This is an optimization exercise on Yosys and OpenROAD, whose aim is small area, not a production implementation.
In this exercise RTL edits were held to simulation tests only and were not proved equivalent to the original.
No activity file was given, so power comes from the tool's default toggle rates.

==> flow/design.v, too long to show whole: its modules and the start of the top module <==
// module blend_sum: 736 lines
// module coeff_calc: 162 lines
// module ramFifo: 47 lines
// module sel16: 11 lines
// module helai_video_scale: 282 lines
// module scaler_top: 54 lines
module scaler_top (
	input  wire        clk             ,
	input  wire        rst             ,
	input  wire [23:0] i_vid_data      ,
	input  wire        i_vid_de        ,
	output wire        o_vid_fifo_read ,
	input  wire        i_vid_vs        ,
	output wire [23:0] o_vout_data     ,
	output wire        o_vout_de       ,
	output wire        o_vout_vs       ,
	input  wire        i_vout_read     ,
	input  wire [4:0]  i_src_image_x   ,
	input  wire [10:0] i_src_image_y   ,
	input  wire [10:0] i_des_image_x   ,
	input  wire [10:0] i_des_image_y   ,
	input  wire [21:0] i_scaler_x_ratio,
	input  wire [21:0] i_scaler_y_ratio,
	input  wire        i_scaler_type
);
  // ...
==> flow/flow/run.sh <==
#!/bin/bash
# The standard layout (standard.sh) with two changes:
#  * synthesis: the standard flow's script with the synth wrapper of synth_proc.tcl
#    (module blend_sum skips the quick ABC pass before extract_fa);
#  * clock tree synthesis: clusters of up to 24 flip-flops per clkbuf_16
#    leaf buffer and no dummy loads.
# The make output goes to flow_make.log; each ORFS step keeps its own log
# under orfs/logs.
set -euo pipefail
cd "$(dirname "$0")/.."
head -1 synth_recipe.tcl | grep -q '^proc synth ' || { echo "unexpected synth_recipe.tcl" >&2; exit 1; }
{ cat flow/synth_proc.tcl; tail -n +2 synth_recipe.tcl; } > flow_synth.tcl
B=sky130_fd_sc_hd__clkbuf_16
bash standard.sh \
  SYNTH_SCRIPT="$PWD/flow_synth.tcl" \
  CTS_ARGS="-sink_clustering_enable -repair_clock_nets -dont_use_dummy_load -buf_list $B -sink_clustering_size 24 -sink_clustering_max_diameter 60 -sink_buffer_max_cap_derate 1.0" \
  finish > flow_make.log 2>&1
==> flow/flow/synth_proc.tcl <==
# Replaces the first line of the standard flow's synth_recipe.tcl (its synth wrapper).
# Same passes as the standard flow's wrapper (synth -nofsm -noshare), except that the
# register-free arithmetic module blend_sum skips the quick ABC pass of
# synth's fine step, so extract_fa maps its Dadda tree to full adders as
# written (ABC's restructuring leaves ~240 inverters between the adders).
# Every other module gets the same ABC and opt passes as before.
set noabc_modules {blend_sum}
proc synth {args} {
  if {[lsearch -exact $args "fine:"] >= 0} {
    yosys synth -nofsm -noshare {*}$args -noabc
    set sel [list =*]
    foreach m $::noabc_modules { lappend sel =$m %d }
    yosys abc -fast {*}$sel
    yosys opt -fast {*}$sel
  } else {
    yosys synth -nofsm -noshare {*}$args
  }
}
==> flow/standard.sh <==
#!/bin/bash
# synth_recipe.tcl (not shown) runs the flow's synth.tcl, then flattens the netlist and writes it again
# the make line also repeats each setting of config.mk as NAME=value (left out here)
make -C /OpenROAD-flow-scripts/flow DESIGN_CONFIG=/design/flow/config.mk WORK_HOME=/design/flow/orfs CLKGATE_MAP_FILE= SYNTH_SCRIPT=/design/flow/synth_recipe.tcl "${@:-finish}"
==> flow/config.mk <==
export PLATFORM = sky130hd
export DESIGN_NAME = scaler_top
export DESIGN_NICKNAME = scaler_top
export VERILOG_FILES = /design/flow/design.v
export SDC_FILE = /design/flow/constraint.sdc
export NUM_CORES = 4
export LEC_CHECK = 0
export CAP_MARGIN = 20
export CORE_MARGIN = 2
export CORE_UTILIZATION = 60
export SLEW_MARGIN = 20
export SYNTH_HIERARCHICAL = 1
==> flow/constraint.sdc <==
create_clock -name core_clock -period 10.0 [get_ports {clk}]
set_input_delay 2.0000 -clock core_clock [delete_from_list [all_inputs] [get_ports {clk}]]
set_output_delay 2.0000 -clock core_clock [all_outputs]
set_load 0.01 [all_outputs]
==> qor.yml, run 1 <==
cts-root-buf: "clkbuf_16"
firstDrtPassIters: 6
core_area_um2: 250900
cp-endpoint: "u_scale.coeff00[8]"
cts_buffer_depth: 3
rows: 184
drive_gt1_share_pct: 9.640
inv_count: 132
p_per_area_nw_per_um2: 146.6
combPwrFrac_pct: 2.3
signal_buffers: 396
crit_path_max_fanout: 8
fin_skew_ps: 155.5
route.met2.wl_um: 207300
wl_per_cell_um: 35.97
slew_headroom_pct: 21.58
clockNetworkAreaShare_pct: 3.069
grt_max_degree: 98
swShare_pct: 19.77
antenna_left: 0
whs_ps: 309.6
yosysWarnings: 2149
timing.final.crit_share_pct: 76.63
place_area_um2: 157100
crit_path_end_kind: "flop"
final_common_cell: "edfxtp_1"
r2r_slack_ps: 2340
reg2reg_depth: 29
met1_usage_pct: 50.14
slowest_stage: "a221oi_1"
outcome: "complete, no violations"
comb-power_w: 0.000547
die-height_um: 506.0
top_register: "u_scale.ramRB.mem"
==> inputs of run 2 (changes only) <==
==> flow/flow/run.sh (replaced) <==
#!/bin/bash
# The standard layout (standard.sh) with three changes:
#  * synthesis: the standard flow's script with the synth wrapper of synth_proc.tcl
#    (module blend_sum skips the quick ABC pass before extract_fa);
#  * port buffers: buf_1 (instead of clkdlybuf4s50_1) on every input and
#    output port;
#  * clock tree synthesis: clusters of up to 30 flip-flops per clkbuf_16
#    leaf buffer and no dummy loads.
# The make output goes to flow_make.log; each ORFS step keeps its own log
# under orfs/logs.
set -euo pipefail
cd "$(dirname "$0")/.."
head -1 synth_recipe.tcl | grep -q '^proc synth ' || { echo "unexpected synth_recipe.tcl" >&2; exit 1; }
{ cat flow/synth_proc.tcl; tail -n +2 synth_recipe.tcl; } > flow_synth.tcl
B=sky130_fd_sc_hd__clkbuf_16
bash standard.sh \
  SYNTH_SCRIPT="$PWD/flow_synth.tcl" \
  BUFFER_PORTS_ARGS="-buffer_cell sky130_fd_sc_hd__buf_1" \
  CTS_ARGS="-sink_clustering_enable -repair_clock_nets -dont_use_dummy_load -buf_list $B -sink_clustering_size 30 -sink_clustering_max_diameter 80 -sink_buffer_max_cap_derate 1.0" \
  finish > flow_make.log 2>&1
==> run 2 against run 1 <==
Still clean on timing, DRC and antenna; fmax down 0.45%; die area is the same; clock power shrank 13%; hold slack got worse by 30 ps; count of clock-buffer cells in the layout is 51 lower; synthesized cell count unchanged; synthesized area did not move; total power down 4.4%; via count decreased by 0.31%; critical path depth unchanged; final cell count fell by 0.45%; critical path type unchanged; critical endpoint unchanged.
==> qor.yml, run 2 <==
slowest_stage: "a221oi_1"  # unchanged
synth.avg_cell_area_um2: 16.35  # unchanged
max_stage_delay_ps: 610  # was 580 ps
postCtsSetupRepairBufs: 0  # unchanged
clock_latency_ps: 890  # was 920 ps
crit_path_end_kind: "flop"  # unchanged
wl_per_cell_um: 36.09  # was 35.97 um
post_cts_resized: 0  # unchanged
core_area_um2: 250900  # unchanged
fin_skew_ps: 128.1  # was 155.5 ps
dieWidth_um: 506.0  # unchanged
grt_pass1_vias: 88210  # was 88960
grt-ovfl-total: 0  # unchanged
grt_usage_pct: 35.61  # was 35.58%
cp_common_cell: "ha_1"  # unchanged
fin_setup_tns_ps: 0  # unchanged
top_register: "u_scale.ramRB.mem"  # unchanged
cp.required_ps: 10620  # was 10710 ps
p_per_area_nw_per_um2: 141.9  # was 146.6 nW/um^2
drv_cap: 0  # unchanged
drc_errors: 0  # unchanged
report.final.slew_viol_count: 0  # unchanged
hp-class: "flop to flop"  # unchanged
fin_nets: 10430  # was 10480
crit_type: "flop to flop"  # unchanged
cts_buffer_depth: 3  # unchanged
final_common_cell: "edfxtp_1"  # unchanged
drt_iter0_markers: 13460  # was 12320
die-area_um2: 256000  # unchanged
syn_area_um2: 151200  # unchanged
post-route-cell-area_um2: 160200  # was 162200 um^2
htree_levels: 4  # unchanged
die-height_um: 506.0  # unchanged
pin_count: 139  # unchanged
cts_tree: "yes"  # unchanged
antenna_left: 0  # unchanged
hpwl_um: 277000  # about the same
rsz0062_at_grt: "no"  # unchanged
largest_register_ffs: 3072  # unchanged
ir_drop_mv: 0.1905  # was 0.2019 mV
numCtsBuffers: 148  # was 199
antenna_found_initial: 19  # was 43
drive_gt1_share_pct: 9.101  # was 9.640%
fin_crit_ps: 7697  # was 7663 ps
cellLeakagePower_nw: 55.25  # was 56.20 nW
place_area_um2: 156400  # was 157100 um^2
whs_ps: 279.4  # was 309.6 ps
outcome: "complete, no violations"  # unchanged
areaGrowthSynthToFinish_pct: 5.960  # was 7.316%
port_buffers: 122  # unchanged
syn_inst: 9244  # unchanged
fillers: 18110  # was 17790
slew_headroom_pct: 17.78  # was 21.58%
crit_path_max_fanout: 8  # unchanged
total_power_w: 0.02272  # was 0.02378 W
holdBufCountCts: 0  # unchanged
clk_pin_slew_ps: 100  # was 70 ps
final_cell_mix: "edfxtp_1, and2_1, a221oi_1"  # unchanged
start_kind: "flop"  # unchanged
avgViaCountPerCell: 7.053  # was 7.043
timing.final.crit_share_pct: 76.97  # was 76.63%
cp.arrival_ps: 8310  # was 8380 ps
rows: 184  # unchanged
initial_core_util_pct: 60.24  # unchanged
hold_viol: 0  # unchanged
place_congestion: 0.9023  # was 0.9390
worst_pin_slew_ps: 1233  # was 1173 ps
yosysWarnings: 2149  # unchanged
grt_max_degree: 97  # was 98
setup_violations: 0  # unchanged
finalWirelength_um: 459800  # was 460300 um
cts-root-buf: "clkbuf_16"  # unchanged
vias: 89850  # was 90130
grt_pass1_wl_um: 646400  # was 646600 um
cts_sinks: 3386  # unchanged
fmax_mhz: 129.9  # was 130.5 MHz
synth_fp_nets: 10280  # unchanged
firstDrtPassIters: 7  # was 6
-- run 2: worst paths after layout --
| check | slack (ps) | cells after the start | to | start |
|---|---|---|---|---|
| worst max-delay path | 2300 | 29 | u_scale.coeff00[8] | u_scale.xBlend2[0] |
| worst min-delay path | 280 | 0 | u_scale.raddr2[1] | u_scale.raddr1[1] |
| worst max register to register | 2300 | 29 | u_scale.coeff00[8] | u_scale.xBlend2[0] |
| worst min register to register | 280 | 0 | u_scale.raddr2[1] | u_scale.raddr1[1] |
-- run 2: metal layers --
metal	vias up	part of all wire (%)	track usage, %
li1	36880	-	-
met2	5082	45	53.50
met4	6	4.3	13.20
met5	-	0.0074	0
met3	757	11	8.391
met1	47130	40	51.20
-- run 2: final cells by class --
cell class	instances	area (um^2)	area share, %
repair buffers	391	2861	1.786
diodes	7	17.52	0.01094
well taps	3348	4189	2.615
inverters	132	495.5	0.3093
multi-input cells	5327	50370	31.45
flip-flops and latches	3386	98550	61.52
clock buffers	148	3704	2.312
-- run 2: where the power goes --
group	internal, W	switching (W)
registers	0.0154	0.0000308
clock network	0.00266	0.00409
logic	0.000123	0.000402
-- run 2: worst max-delay path, delay by kind of cell (launching register included) --
family                     cells  cell delay [ps]
AOI/OAI and AO/OA              5             1330
and+or+nand+nor                3              540
buffers and inverters          5              360
adders and majority gates     11             3880
muxes                          1              250
xor gates and xnor gates       4              630
DFF                            1              560
-- run 2: stage by stage --
| stage | setup slack (ps) | util (%) | instances |
|---|---|---|---|
| 2_1_floorplan | 3056 | - | 9244 |
| 3_3_place_gp | 2293 | 62.31 | 12580 |
| 3_5_place_dp | 2306 | 62.32 | 12580 |
| 4_1_cts | 2249 | 63.80 | 12730 |
| 5_1_grt | 1780 | 63.83 | 12730 |
| 6_report | 2303 | 63.83 | 12740 |
==> module ramFifo, before the edit <==
module ramFifo (
	input  wire        clk   ,
	input  wire        we    ,
	input  wire [1:0]  wline ,
	input  wire [4:0]  waddr ,
	input  wire [23:0] wdata ,
	input  wire [4:0]  raddr ,
	input  wire [1:0]  rline ,		 
	output reg  [23:0] readData00,	 
	output reg  [23:0] readData01,	 
	output reg  [23:0] readData10,	 
	output reg  [23:0] readData11	 
);
reg [3071:0] mem;
genvar l, b, k;
generate
	for (l = 0; l < 4; l = l + 1) begin : g_wl
		for (b = 0; b < 2; b = b + 1) begin : g_wb
			for (k = 0; k < 16; k = k + 1) begin : g_wk
				always @(posedge clk)
					if (we && wline == l && waddr == (2*k + b)) mem[(l*32 + b*16 + k)*24 +: 24] <= wdata;
			end
		end
	end
endgenerate
wire [3:0]  eIdx = raddr[4:1] + raddr[0];
wire [3:0]  oIdx = raddr[4:1];
wire [15:0] eSel = 16'd1 << eIdx;
wire [15:0] oSel = 16'd1 << oIdx;
wire [23:0] evenQ [0:3];
wire [23:0] oddQ  [0:3];
generate
	for (l = 0; l < 4; l = l + 1) begin : g_rd
		sel16 u_even (.sel(eSel), .d(mem[l*768       +: 384]), .q(evenQ[l]));
		sel16 u_odd  (.sel(oSel), .d(mem[l*768 + 384 +: 384]), .q(oddQ[l]));
	end
endgenerate
wire [1:0]  rline1 = rline + 2'd1;
wire [23:0] e0 = evenQ[rline],  o0 = oddQ[rline];
wire [23:0] e1 = evenQ[rline1], o1 = oddQ[rline1];
always @(posedge clk) begin
	readData00 <= raddr[0] ? o0 : e0;
	readData01 <= raddr[0] ? e0 : o0;
	readData10 <= raddr[0] ? o1 : e1;
	readData11 <= raddr[0] ? e1 : o1;
end
endmodule  
==> module helai_video_scale, before the edit <==
module helai_video_scale #(
parameter	DATA_WIDTH         =	8 ,
parameter	CHANNELS           =	3 ,
parameter 	DISCARD_CNT_WIDTH  =	8 ,
parameter	INPUT_X_RES_WIDTH  =	5 ,
parameter	INPUT_Y_RES_WIDTH  =	11,
parameter	OUTPUT_X_RES_WIDTH =	11,
parameter	OUTPUT_Y_RES_WIDTH =	11,
parameter	FRACTION_BITS      =	8 ,
parameter	SCALE_INT_BITS     =	8 ,
parameter	SCALE_FRAC_BITS    =	14,
parameter	BUFFER_SIZE        =	4 ,
parameter	SCALE_BITS         =	SCALE_INT_BITS + SCALE_FRAC_BITS
)(
input  wire							                 clk             ,
input  wire							                 rst             ,
input  wire [23:0]                                   i_vid_data      ,
input  wire							                 i_vid_de        ,
output wire							                 o_vid_fifo_read ,
input  wire							                 i_vid_vs        ,
output reg  [23:0]                                   o_vout_data     ,
output reg							                 o_vout_de       ,
output wire                                          o_vout_vs       ,
input  wire							                 i_vout_read     ,
input  wire [DISCARD_CNT_WIDTH-1:0]	                 i_discard_cnt   ,	 
input  wire [4:0]	                                 i_src_image_x   ,
input  wire [10:0]	                                 i_src_image_y   ,
input  wire [10:0]	                                 i_des_image_x   ,
input  wire [10:0]	                                 i_des_image_y   ,	 
input  wire [21:0]			                         i_scaler_x_ratio,
input  wire [21:0]			                         i_scaler_y_ratio,
input  wire [OUTPUT_X_RES_WIDTH-1+SCALE_FRAC_BITS:0] i_left_offset   ,	 
input  wire [SCALE_FRAC_BITS-1:0]	                 i_top_offset    ,	 
input  wire							                 i_scaler_type
);
assign o_vout_vs = i_vid_vs;
wire clr = rst | i_vid_vs;
reg        advanceRead1;
reg        advanceRead2;
reg [2:0]  fillCount;
reg [1:0]  readSel;			 
reg [1:0]  writeSel;		 
reg        readyForRead;
reg [10:0] outputColumn;
reg [18:0] xScaleAmount;	 
reg [13:0] yScaleFrac;		 
wire [14:0] yFracNext = {1'b0, yScaleFrac} + {1'b0, i_scaler_y_ratio[13:0]};
wire [8:0]  yStep = i_scaler_y_ratio[21:14] + yFracNext[14];
reg        lineSwitchOutputDisable;
reg        dOutValidInt;
reg        readState;
wire [4:0]  xPixLow     = xScaleAmount[18:14];
wire allDataWritten;
always @(posedge clk) begin
	if (clr) begin
		outputColumn <= 0;
		xScaleAmount <= 0;
		yScaleFrac <= 0;
		readState <= 0;
		dOutValidInt <= 0;
		lineSwitchOutputDisable <= 0;
		advanceRead1 <= 0;
		advanceRead2 <= 0;
	end
	else begin
		if (!readState) begin
			xScaleAmount <= 0;
			yScaleFrac <= 0;
			if (readyForRead) begin
				readState <= 1;
				dOutValidInt <= 1;
			end
		end
		else begin
			if (i_vout_read && dOutValidInt) begin
				if (outputColumn == i_des_image_x) begin
					if (yStep == 9'd1) begin
						advanceRead1 <= 1;
						if (fillCount < 3) dOutValidInt <= 0;
					end
					else if (yStep > 9'd1) begin
						advanceRead2 <= 1;
						if (fillCount < 4) dOutValidInt <= 0;
					end
					outputColumn <= 0;
					xScaleAmount <= 0;
					yScaleFrac <= yFracNext[13:0];
					lineSwitchOutputDisable <= 1;
				end
				else begin
					if (lineSwitchOutputDisable == 0) begin
						outputColumn <= outputColumn + 1;
						xScaleAmount <= xScaleAmount + i_scaler_x_ratio[18:0];
					end
					advanceRead1 <= 0;
					advanceRead2 <= 0;
					lineSwitchOutputDisable <= 0;
				end
			end
			else begin
				advanceRead1 <= 0;
				advanceRead2 <= 0;
				lineSwitchOutputDisable <= 0;
			end
			if (fillCount >= 2 && dOutValidInt == 0 || allDataWritten) begin
				if (!advanceRead1 && !advanceRead2) begin
					dOutValidInt <= 1;
					lineSwitchOutputDisable <= 0;
				end
			end
		end
	end
end
reg dOutValid_1, dOutValid_2, dOutValid_3;
always @(posedge clk) begin
	if (rst) begin
		dOutValid_1 <= 0;
		dOutValid_2 <= 0;
		dOutValid_3 <= 0;
		o_vout_de <= 0;
	end
	else begin
		dOutValid_1 <= i_vout_read && dOutValidInt && !lineSwitchOutputDisable;
		dOutValid_2 <= dOutValid_1;
		dOutValid_3 <= dOutValid_2;
		o_vout_de <= dOutValid_3;
	end
end
reg [4:0] raddr1, raddr2;
reg [1:0] rsel1;
reg [7:0] xBlend, xBlend2, yBlend1;
always @(posedge clk) begin
	raddr1 <= xPixLow; raddr2 <= raddr1;
	rsel1 <= readSel;
	xBlend  <= xScaleAmount[13:6];
	xBlend2 <= xBlend;
	yBlend1 <= yScaleFrac[13:6];
end
wire [8:0] bc00, bc01, bc10, bc11;
coeff_calc u_coeff (
	.x(xBlend2), .y(yBlend1),
	.c00(bc00), .c01(bc01), .c10(bc10), .c11(bc11)
);
reg [8:0] coeff00, coeff01, coeff10, coeff11;
always @(posedge clk) begin
	if (i_scaler_type == 1'b0) begin
		coeff00 <= bc00;
		coeff01 <= bc01;
		coeff10 <= bc10;
		coeff11 <= bc11;
	end
	else begin
		coeff00 <= {~xBlend2[7] & ~yBlend1[7], 8'd0};
		coeff01 <= { xBlend2[7] & ~yBlend1[7], 8'd0};
		coeff10 <= {~xBlend2[7] &  yBlend1[7], 8'd0};
		coeff11 <= { xBlend2[7] &  yBlend1[7], 8'd0};
	end
end
wire [23:0] readData00, readData01, readData10, readData11;
genvar ch;
generate
	for (ch = 0; ch < 3; ch = ch + 1) begin : g_blend
		wire [7:0] d00 = readData00[8*ch +: 8];
		wire [7:0] d01 = readData01[8*ch +: 8];
		wire [7:0] d10 = readData10[8*ch +: 8];
		wire [7:0] d11 = readData11[8*ch +: 8];
		wire [7:0] sum;
		blend_sum u_sum (
			.d00(d00), .d01(d01), .d10(d10), .d11(d11),
			.c00(coeff00[7:0]), .c01(coeff01[7:0]), .c10(coeff10[7:0]), .c11(coeff11[7:0]),
			.s(sum)
		);
		wire [7:0] pass = (d00 & {8{coeff00[8]}}) | (d01 & {8{coeff01[8]}}) |
		                  (d10 & {8{coeff10[8]}}) | (d11 & {8{coeff11[8]}});
		always @(posedge clk) o_vout_data[8*ch +: 8] <= sum | pass;
	end
endgenerate
reg [8:0]  writeNextValidLine;
reg [9:0]  writeNextPlusOne;
reg [8:0]  writeRowCount;
reg [22:0] writeLineAcc;	 
reg        getNextPlusOne;
always @(posedge clk) begin
	if (clr) begin
		writeLineAcc <= 0;
		writeNextValidLine <= 0;
		writeNextPlusOne <= 1;
		getNextPlusOne <= 1;
	end
	else begin
		if (writeRowCount >= writeNextValidLine) begin
			if (getNextPlusOne) writeNextPlusOne <= writeNextValidLine + 1;
			getNextPlusOne <= 0;
			writeLineAcc <= writeLineAcc + {1'b0, i_scaler_y_ratio};
			writeNextValidLine <= writeLineAcc[22:14];
		end
		else getNextPlusOne <= 1;
	end
end
reg       discardInput;
reg [1:0] writeState;		 
reg [4:0] writeColCount;
reg       enableNextDin;
reg       forceRead;
wire xfer = i_vid_de & o_vid_fifo_read;
always @(posedge clk) begin
	if (clr) begin
		writeState <= 0;
		enableNextDin <= 0;
		discardInput <= 0;
		readyForRead <= 0;
		writeRowCount <= 0;
		writeColCount <= 0;
		forceRead <= 0;
	end
	else begin
		case (writeState)
			2'd0: begin
				discardInput <= 0;
				enableNextDin <= 1;
				writeState <= 1;
			end
			2'd1: begin
				if (xfer) begin
					if (writeColCount == i_src_image_x) begin
						if ((writeNextValidLine == writeRowCount + 1) || (writeNextPlusOne == writeRowCount + 1)) discardInput <= 0;
						else discardInput <= 1;
						if (writeRowCount[1]) readyForRead <= 1;
						if (writeRowCount == i_src_image_y[8:0]) begin
							writeState <= 2;
							enableNextDin <= 0;
							forceRead <= 1;
						end
						writeColCount <= 0;
						writeRowCount <= writeRowCount + 1;
					end
					else writeColCount <= writeColCount + 1;
				end
			end
			default: ;
		endcase
	end
end
wire advanceWrite = (writeColCount == i_src_image_x) & (discardInput == 0) & xfer;
assign allDataWritten = writeState == 2;
assign o_vid_fifo_read = (fillCount < BUFFER_SIZE) & enableNextDin;
wire writeEnable = xfer & ~discardInput & ~forceRead;
always @(posedge clk) begin
	if (clr) begin
		readSel <= 0;
		writeSel <= 0;
		fillCount <= 0;
	end
	else begin
		if (advanceRead1) readSel <= readSel + 2'd1;
		else if (advanceRead2) readSel <= readSel + 2'd2;
		if (advanceWrite) writeSel <= writeSel + 2'd1;
		if (advanceWrite) begin
			if (advanceRead1) fillCount <= fillCount;
			else if (advanceRead2) fillCount <= fillCount - 1;
			else fillCount <= fillCount + 1;
		end
		else begin
			if (advanceRead1) fillCount <= fillCount - 1;
			else if (advanceRead2) fillCount <= fillCount - 2;
		end
	end
end
ramFifo ramRB (
	.clk       (clk          ),
	.we        (writeEnable  ),
	.wline     (writeSel     ),
	.waddr     (writeColCount),
	.wdata     (i_vid_data   ),
	.raddr     (raddr2       ),
	.rline     (rsel1        ),
	.readData00(readData00   ),
	.readData01(readData01   ),
	.readData10(readData10   ),
	.readData11(readData11   )
);
endmodule	 
==> inputs of run 3 (changes only) <==
--- a/flow/design.v
+++ b/flow/design.v
@@ -899,7 +899,8 @@
 module ramFifo (
 	input  wire        clk   ,
 	input  wire        we    ,
-	input  wire [1:0]  wline ,
+	input  wire        wclr  ,		 
+	input  wire        wadv  ,		 
 	input  wire [4:0]  waddr ,
 	input  wire [23:0] wdata ,
 	input  wire [4:0]  raddr ,
@@ -910,13 +911,27 @@
 	output reg  [23:0] readData11	 
 );
 reg [3071:0] mem;
+reg [3:0] wlineHot, wlineCold;
+always @(posedge clk) begin
+	if (wclr) begin
+		wlineHot  <= 4'b0001;
+		wlineCold <= 4'b1110;
+	end
+	else if (wadv) begin
+		wlineHot  <= {wlineHot[2:0], wlineHot[3]};
+		wlineCold <= {wlineCold[2:0], wlineCold[3]};
+	end
+end
 genvar l, b, k;
 generate
 	for (l = 0; l < 4; l = l + 1) begin : g_wl
 		for (b = 0; b < 2; b = b + 1) begin : g_wb
 			for (k = 0; k < 16; k = k + 1) begin : g_wk
+				wire colSel = waddr == (2*k + b);
+				wire en   = we & wlineHot[l] & colSel;
+				wire hold = ~we | wlineCold[l] | ~colSel;
 				always @(posedge clk)
-					if (we && wline == l && waddr == (2*k + b)) mem[(l*32 + b*16 + k)*24 +: 24] <= wdata;
+					mem[(l*32 + b*16 + k)*24 +: 24] <= (wdata & {24{en}}) | (mem[(l*32 + b*16 + k)*24 +: 24] & {24{hold}});
 			end
 		end
 	end
@@ -995,7 +1010,6 @@
 reg        advanceRead2;
 reg [2:0]  fillCount;
 reg [1:0]  readSel;			 
-reg [1:0]  writeSel;		 
 reg        readyForRead;
 reg [10:0] outputColumn;
 reg [18:0] xScaleAmount;	 
@@ -1204,13 +1218,11 @@
 always @(posedge clk) begin
 	if (clr) begin
 		readSel <= 0;
-		writeSel <= 0;
 		fillCount <= 0;
 	end
 	else begin
 		if (advanceRead1) readSel <= readSel + 2'd1;
 		else if (advanceRead2) readSel <= readSel + 2'd2;
-		if (advanceWrite) writeSel <= writeSel + 2'd1;
 		if (advanceWrite) begin
 			if (advanceRead1) fillCount <= fillCount;
 			else if (advanceRead2) fillCount <= fillCount - 1;
@@ -1225,7 +1237,8 @@
 ramFifo ramRB (
 	.clk       (clk          ),
 	.we        (writeEnable  ),
-	.wline     (writeSel     ),
+	.wclr      (clr          ),
+	.wadv      (advanceWrite ),
 	.waddr     (writeColCount),
 	.wdata     (i_vid_data   ),
 	.raddr     (raddr2       ),
--- a/flow/flow/run.sh
+++ b/flow/flow/run.sh
@@ -1,7 +1,7 @@
 #!/bin/bash
 # The standard layout (standard.sh) with three changes:
 #  * synthesis: the standard flow's script with the synth wrapper of synth_proc.tcl
-#    (module blend_sum skips the quick ABC pass before extract_fa);
+#    (modules blend_sum and sel16 skip the quick ABC pass of synth);
 #  * port buffers: buf_1 (instead of clkdlybuf4s50_1) on every input and
 #    output port;
 #  * clock tree synthesis: clusters of up to 30 flip-flops per clkbuf_16
==> flow/flow/synth_proc.tcl (replaced) <==
# Replaces the first line of the standard flow's synth_recipe.tcl (its synth wrapper).
# Same passes as the standard flow's wrapper (synth -nofsm -noshare), except that the
# register-free modules blend_sum and sel16 skip the quick ABC pass of
# synth's fine step, so extract_fa maps its Dadda tree to full adders as
# written (ABC's restructuring leaves ~240 inverters between the adders).
# Every other module gets the same ABC and opt passes as before.
set noabc_modules {blend_sum sel16}
proc synth {args} {
  if {[lsearch -exact $args "fine:"] >= 0} {
    yosys synth -nofsm -noshare {*}$args -noabc
    set sel [list =*]
    foreach m $::noabc_modules { lappend sel =$m %d }
    yosys abc -fast {*}$sel
    yosys opt -fast {*}$sel
  } else {
    yosys synth -nofsm -noshare {*}$args
  }
}
==> run 3 against run 2 <==
Via count rose by 39%; die area rose by 0.25%; wire length rose by 30%; first-iteration DRC count rose by 20%; register-to-register slack got worse by 530 ps; count of clock-buffer cells in the layout rose by 5; critical endpoint unchanged; largest cell class is now multi-input gates; largest power group unchanged.
==> qor.yml, run 3 <==
outcome: "complete, no violations"  # unchanged
cts_buffer_depth: 3  # unchanged
postCtsSetupRepairBufs: 0  # unchanged
busiest_layer: "met2"  # unchanged
crit_type: "flop to flop"  # unchanged
crit_path_end_kind: "flop"  # unchanged
crit_path_max_fanout: 14  # was 8
dieWidth_um: 506.6  # was 506.0 um
rows: 184  # unchanged
grt_max_degree: 97  # unchanged
clk_pin_slew_ps: 100  # about the same
place_congestion: 0.9799  # was 0.9023
synth.avg_cell_area_um2: 11.31  # was 16.35 um^2
cts-root-buf: "clkbuf_16"  # unchanged
rsz0062_at_grt: "no"  # unchanged
slowest_stage: "dfxtp_1"  # was a221oi_1
final_common_cell: "dfxtp_1"  # was edfxtp_1
areaGrowthSynthToFinish_pct: 4.014  # was 5.960%
cp.arrival_ps: 8930  # was 8310 ps
avgViaCountPerCell: 7.761  # was 7.053
hpwl_um: 356200  # was 277000 um
timing.final.crit_share_pct: 82.31  # was 76.97%
antenna_left: 0  # unchanged
syn_inst: 13400  # was 9244
max_stage_delay_ps: 720  # was 610 ps
r2r_slack_ps: 1770  # was 2300 ps
vias: 124600  # was 89850
report.final.slew_viol_count: 0  # unchanged
wl_per_cell_um: 37.28  # was 36.09 um
slew_headroom_pct: 5.568  # was 17.78%
gr-usage-met2_pct: 64.06  # was 53.50%
die-height_um: 506.6  # was 506.0 um
numCtsBuffers: 153  # was 148
largest_register_ffs: 3072  # unchanged
place_area_um2: 153500  # was 156400 um^2
grt_usage_pct: 45.19  # was 35.61%
gr-usage-met3_pct: 17.48  # was 8.391%
synth_fp_nets: 14440  # was 10280
cp_common_cell: "fa_1"  # was ha_1
cts_sinks: 3392  # was 3386
drc_errors: 0  # unchanged
drt_iter0_markers: 16110  # was 13460
hp-class: "flop to flop"  # unchanged
met1_usage_pct: 56.90  # was 51.20%
core_area_um2: 251200  # was 250900 um^2
drv_cap: 0  # unchanged
setup_violations: 0  # unchanged
fin_nets: 13720  # was 10430
worst_pin_slew_ps: 1416  # was 1233 ps
holdBufCountCts: 0  # unchanged
cts_tree: "yes"  # unchanged
ir_drop_mv: 0.2024  # was 0.1905 mV
finalWirelength_um: 598600  # was 459800 um
initial_core_util_pct: 60.34  # was 60.24%
drive_gt1_share_pct: 7.013  # was 9.101%
grt-ovfl-total: 0  # unchanged
port_buffers: 122  # unchanged
cellLeakagePower_nw: 55.91  # was 55.25 nW
final_cell_mix: "dfxtp_1, o2bb2ai_1, and2_1"  # was edfxtp_1, and2_1, a221oi_1
post-route-cell-area_um2: 157600  # was 160200 um^2
die-area_um2: 256600  # was 256000 um^2
grt_pass1_vias: 122600  # was 88210
fmax_mhz: 121.5  # was 129.9 MHz
start_kind: "flop"  # unchanged
cp.required_ps: 10690  # was 10620 ps
fin_setup_tns_ps: 0  # unchanged
pin_count: 139  # unchanged
htree_levels: 4  # unchanged
top_register: "u_scale.ramRB.mem"  # unchanged
firstDrtPassIters: 10  # was 7
hold_viol: 0  # unchanged
clock_latency_ps: 930  # was 890 ps
post_cts_resized: 0  # unchanged
fin_crit_ps: 8231  # was 7697 ps
grt_pass1_wl_um: 857000  # was 646400 um
yosysWarnings: 2149  # unchanged
antenna_found_initial: 51  # was 19
p_per_area_nw_per_um2: 136.3  # was 141.9 nW/um^2
syn_area_um2: 151600  # was 151200 um^2
fin_skew_ps: 139.2  # was 128.1 ps
## run 3: changes by cell type in the layout (fill, tap and decap cells not counted), moves of 29 or more
cell,change
a22oi_1,+32
a22oi_2,-29
buf_4,+49
dfxtp_1,+3079
edfxtp_1,-3072
mux2_2,+30
mux2_4,-30
nand2_1,+113
nand2_2,+97
nand2_4,+29
nand3_1,+29
nor2_2,-125
o2bb2ai_1,+3071
## run 3: report_power, final
part / total [W] / switching [W] / internal [W]
registers: 0.0138 / 0.000154 / 0.0136
logic: 0.000694 / 0.000486 / 0.000208
clock network: 0.00705 / 0.00430 / 0.00275
## run 3: final timing paths
| check | cells after the start | start | end |
|---|---|---|---|
| hold reg to reg | 0 | u_scale.raddr1[1] | u_scale.raddr2[1] |
| hold / removal | 0 | u_scale.raddr1[1] | u_scale.raddr2[1] |
| setup / recovery | 30 | u_scale.yBlend1[7] | u_scale.coeff00[8] |
| setup reg to reg | 30 | u_scale.yBlend1[7] | u_scale.coeff00[8] |
## run 3: cell type report
cell class              instances  area [um^2]
inverters                     124        465.4
flip-flops and latches       3392        67920
repair buffers                434         3029
well taps                    3348         4189
fillers                     19910        93520
diodes                         34        85.08
clock buffers                 153         3829
multi-input cells            8574        78130
## run 3: metrics by stage
stage / worst slack (ps) / std cells / power, W / util, % / hold WS [ps]
global placement: 1987 / 15870 / 0.01467 / 61.08 / 311.1
detailed placement: 1880 / 15870 / 0.01469 / 61.10 / 312.1
CTS: 1776 / 16020 / 0.02142 / 62.63 / 327.8
floorplan: 2896 / 13400 / 0.01434 / - / 309.6
global route: 1252 / 16030 / 0.02196 / 62.74 / 333.5
finish: 1769 / 16060 / 0.02149 / 62.77 / 321.4
## run 3: routing by layer
layer | vias up | wire length [um]
li1 | 50420 | -
met1 | 62580 | 222400
met2 | 9283 | 244800
met3 | 2320 | 83470
met4 | 34 | 47320
met5 | - | 628
## run 3: critical path, delay by kind of cell, from the launching register on
family,cells,cell delay (ps)
multiplexers,1,260
adder cells (fa/ha/maj),9,3950
AO/OA/AOI/OAI,8,1280
flip-flops,1,720
AND/OR/NAND/NOR,6,1130
XOR/XNOR,3,530
buffers and inverters,3,140
==> inputs of run 4 (changes only) <==
==> flow/flow/run.sh (replaced) <==
#!/bin/bash
# The standard layout (standard.sh) with four changes:
#  * synthesis: the standard flow's script with the synth wrapper of synth_proc.tcl
#    (modules blend_sum and sel16 skip the quick ABC pass of synth);
#  * after floorplan (downsize.tcl): combinational cells back to their
#    smallest drive strength before placement's repair sizes them;
#  * port buffers: buf_1 (instead of clkdlybuf4s50_1) on every input and
#    output port;
#  * clock tree synthesis: clusters of up to 27 flip-flops per clkbuf_16
#    leaf buffer and no dummy loads.
# The make output goes to flow_make.log; each ORFS step keeps its own log
# under orfs/logs.
set -euo pipefail
cd "$(dirname "$0")/.."
head -1 synth_recipe.tcl | grep -q '^proc synth ' || { echo "unexpected synth_recipe.tcl" >&2; exit 1; }
{ cat flow/synth_proc.tcl; tail -n +2 synth_recipe.tcl; } > flow_synth.tcl
B=sky130_fd_sc_hd__clkbuf_16
bash standard.sh \
  SYNTH_SCRIPT="$PWD/flow_synth.tcl" \
  POST_FLOORPLAN_TCL="$PWD/flow/downsize.tcl" \
  BUFFER_PORTS_ARGS="-buffer_cell sky130_fd_sc_hd__buf_1" \
  CTS_ARGS="-sink_clustering_enable -repair_clock_nets -dont_use_dummy_load -buf_list $B -sink_clustering_size 27 -sink_clustering_max_diameter 70 -sink_buffer_max_cap_derate 1.0" \
  finish > flow_make.log 2>&1
==> flow/flow/downsize.tcl (new file) <==
# POST_FLOORPLAN hook: set every combinational cell that synthesis mapped at
# a drive strength above the smallest available one back to that smallest
# one (same function and pins); placement's repair_design then sizes up
# only what its loads need. Flip-flops, buffers and inverters are left.
set block [ord::get_db_block]
set db [ord::get_db]
set n 0
set saved 0.0
foreach inst [$block getInsts] {
  set m [$inst getMaster]
  set name [$m getName]
  if {![regexp {^(sky130_fd_sc_hd__)([a-z0-9]+)_([0-9]+)$} $name -> pfx base drv]} { continue }
  if {[regexp {^(df|edf|sdf|dl|buf|clkbuf|inv|clkinv|tap|fill|decap|conb|diode|dly|clkdly)} $base]} { continue }
  foreach d {0 1 2} {
    if {$d >= $drv} { break }
    set cand [$db findMaster "${pfx}${base}_$d"]
    if {$cand != "NULL"} {
      set saved [expr {$saved + ([$m getWidth] - [$cand getWidth]) * [$m getHeight] / 1e6}]
      $inst swapMaster $cand
      incr n
      break
    }
  }
}
puts "downsize: $n cells set to their smallest drive strength, [format %.1f $saved] um^2"
==> run 4 against run 3 <==
Critical endpoint unchanged; core utilization up 0.066 points; via count is essentially flat; hold slack better by 5.2 ps; synthesized area unchanged; clock power is 5.4% higher; wire length fell by 0.12%; sequential cell count stayed put; sequential power about the same; die area unchanged; count of clock-buffer cells in the layout rose by 20; non-clock buffer count up 44; register-to-register slack improved by 80 ps.
==> qor.yml, run 4 <==
fmax_mhz: 122.7  # was 121.5 MHz
numCtsBuffers: 173  # was 153
ir_drop_mv: 0.1888  # was 0.2024 mV
post_cts_resized: 0  # unchanged
die-area_um2: 256600  # unchanged
largest_register_ffs: 3072  # unchanged
cellLeakagePower_nw: 55.40  # was 55.91 nW
avgViaCountPerCell: 7.737  # was 7.761
final_common_cell: "dfxtp_1"  # unchanged
fin_nets: 13780  # was 13720
cts_sinks: 3392  # unchanged
clock_latency_ps: 930  # about the same
port_buffers: 122  # unchanged
fin_crit_ps: 8152  # was 8231 ps
antenna_found_initial: 53  # was 51
rsz0062_at_grt: "no"  # unchanged
cts_tree: "yes"  # unchanged
initial_core_util_pct: 60.34  # unchanged
firstDrtPassIters: 9  # was 10
slowest_stage: "dfxtp_1"  # unchanged
cp_common_cell: "fa_1"  # unchanged
cts-root-buf: "clkbuf_16"  # unchanged
crit_path_max_fanout: 14  # unchanged
dieWidth_um: 506.6  # unchanged
final_cell_mix: "dfxtp_1, o2bb2ai_1, and2_0"  # was dfxtp_1, o2bb2ai_1, and2_1
fillers: 20000  # was 19910
drc_errors: 0  # unchanged
hold_depth: 0  # unchanged
pin_count: 139  # unchanged
reg2reg_depth: 30  # unchanged
finalWirelength_um: 597900  # was 598600 um
clk_pin_slew_ps: 90  # was 100 ps
place_congestion: 1.010  # was 0.9799
syn_inst: 13400  # unchanged
areaGrowthSynthToFinish_pct: 4.124  # was 4.014%
syn_area_um2: 151600  # unchanged
cp.arrival_ps: 8850  # was 8930 ps
yosysWarnings: 2149  # unchanged
place_area_um2: 153200  # was 153500 um^2
crit_path_end_kind: "flop"  # unchanged
start_kind: "flop"  # unchanged
grt_usage_pct: 45.08  # was 45.19%
drt_iter0_markers: 17120  # was 16110
synth_fp_nets: 14440  # unchanged
drive_gt1_share_pct: 5.478  # was 7.013%
fin_setup_tns_ps: 0  # unchanged
core_area_um2: 251200  # unchanged
crit_type: "flop to flop"  # unchanged
hold_viol: 0  # unchanged
wl_per_cell_um: 37.08  # was 37.28 um
total_power_w: 0.02188  # was 0.02149 W
postCtsSetupRepairBufs: 0  # unchanged
die-height_um: 506.6  # unchanged
max_stage_delay_ps: 710  # was 720 ps
synth.avg_cell_area_um2: 11.31  # unchanged
post-route-cell-area_um2: 157800  # was 157600 um^2
htree_levels: 4  # unchanged
report.final.slew_viol_count: 0  # unchanged
cp.required_ps: 10700  # was 10690 ps
timing.final.crit_share_pct: 81.52  # was 82.31%
setup_violations: 0  # unchanged
drv_cap: 0  # unchanged
fin_skew_ps: 117.9  # was 139.2 ps
cts_buffer_depth: 3  # unchanged
p_per_area_nw_per_um2: 138.6  # was 136.3 nW/um^2
worst_pin_slew_ps: 1399  # was 1416 ps
grt-ovfl-total: 0  # unchanged
antenna_left: 0  # unchanged
slew_headroom_pct: 6.728  # was 5.568%
outcome: "complete, no violations"  # unchanged
top_register: "u_scale.ramRB.mem"  # unchanged
grt_pass1_vias: 122800  # was 122600
vias: 124700  # was 124600
grt_pass1_wl_um: 856600  # was 857000 um
hp-class: "flop to flop"  # unchanged
hpwl_um: 360300  # was 356200 um
holdBufCountCts: 0  # unchanged
rows: 184  # unchanged
grt_max_degree: 82  # was 97
==> run 4: worst max-delay path, delay by kind of cell (launching register included) <==
family	cells	cell delay, ps
adder cells (fa/ha/maj)	9	3900
AO/OA/AOI/OAI	8	1250
AND/OR/NAND/NOR	6	1140
flip-flops	1	710
XOR/XNOR	3	480
multiplexers	1	290
buffers and inverters	3	140
==> run 4: where the power goes <==
part	internal [W]	switching (W)	leakage (nW)
Combinational	0.000207	0.000485	25.9
Clock	0.00308	0.00435	2.13
Sequential	0.0136	0.000158	27.3
==> run 4: path summary, 6_finish.rpt <==
| check | start | end | slack, ps |
|---|---|---|---|
| worst max-delay path | u_scale.yBlend1[7] | u_scale.coeff00[8] | 1850 |
| worst min-delay path | u_scale.xBlend[2] | u_scale.xBlend2[2] | 330 |
| worst max register to register | u_scale.yBlend1[7] | u_scale.coeff00[8] | 1850 |
| worst min register to register | u_scale.xBlend[2] | u_scale.xBlend2[2] | 330 |
==> run 4: final cells by class <==
cell class | instances | area (um^2) | share of cell area (%)
inverter | 124 | 465.4 | 0.2949
antenna | 34 | 85.08 | 0.05391
sequential | 3392 | 67920 | 43.04
multi-input combinational | 8574 | 77480 | 49.10
tap | 3348 | 4189 | 2.654
clock buffer | 173 | 4329 | 2.743
timing repair buffer | 478 | 3349 | 2.122
==> run 4: metal layers <==
layer  up-vias  GRT usage [%]  wire [um]
met5         -              0        525
met4        34          29.27      45870
met3      2284          17.98      84710
met2      9383          64.15     245500
met1     62510          56.59     221300
li1      50540              -          -
==> run 4: stage by stage <==
stage	std cells	hold WS [ps]	worst slack (ps)	util [%]
4_1_cts	16090	329.0	1842	62.74
2_1_floorplan	13400	309.6	2896	-
3_5_place_dp	15920	312.1	1979	61.01
6_report	16120	326.6	1848	62.83
5_1_grt	16090	340.1	1327	62.80
3_3_place_gp	15910	311.3	1866	60.96

separate check: timing with driven ports:
No port has a modelled driver above. Below, the same layouts with a new extraction and two added sets of constraints. Step 1: set_driving_cell puts a clkbuf_16 on clk and a buf_2 on each other input, an assumption about the parent block. Step 2 adds t to the input delays and takes it off the output delays; t is the mean of the earliest and latest rising clock arrival at the registers after step 1. Input paths then give back, and output paths get back, about the clock's delay inside the block. a / b / c = ideal ports / drivers / drivers and shift; a / b = the first two.
| run | shift t [ns] | setup slack, ns | worst hold slack (ns) | clock arrival spread, ns | worst slew at a driven data input, ns |
|---|---|---|---|---|---|
| run 1 | 0.950 | 2.337 / 2.337 / 2.337 | 0.310 / 0.310 / 0.310 | 0.158 / 0.158 | 0.11 |
| run 2 | 0.916 | 2.303 / 2.303 / 2.303 | 0.279 / 0.279 / 0.279 | 0.167 / 0.167 | 0.10 |
| run 3 | 0.959 | 1.769 / 1.769 / 1.769 | 0.321 / 0.321 / 0.321 | 0.164 / 0.164 | 0.18 |
| run 4 | 0.954 | 1.848 / 1.848 / 1.848 | 0.327 / 0.327 / 0.327 | 0.148 / 0.148 | 0.24 |
After both steps setup and hold are still met in every run listed.
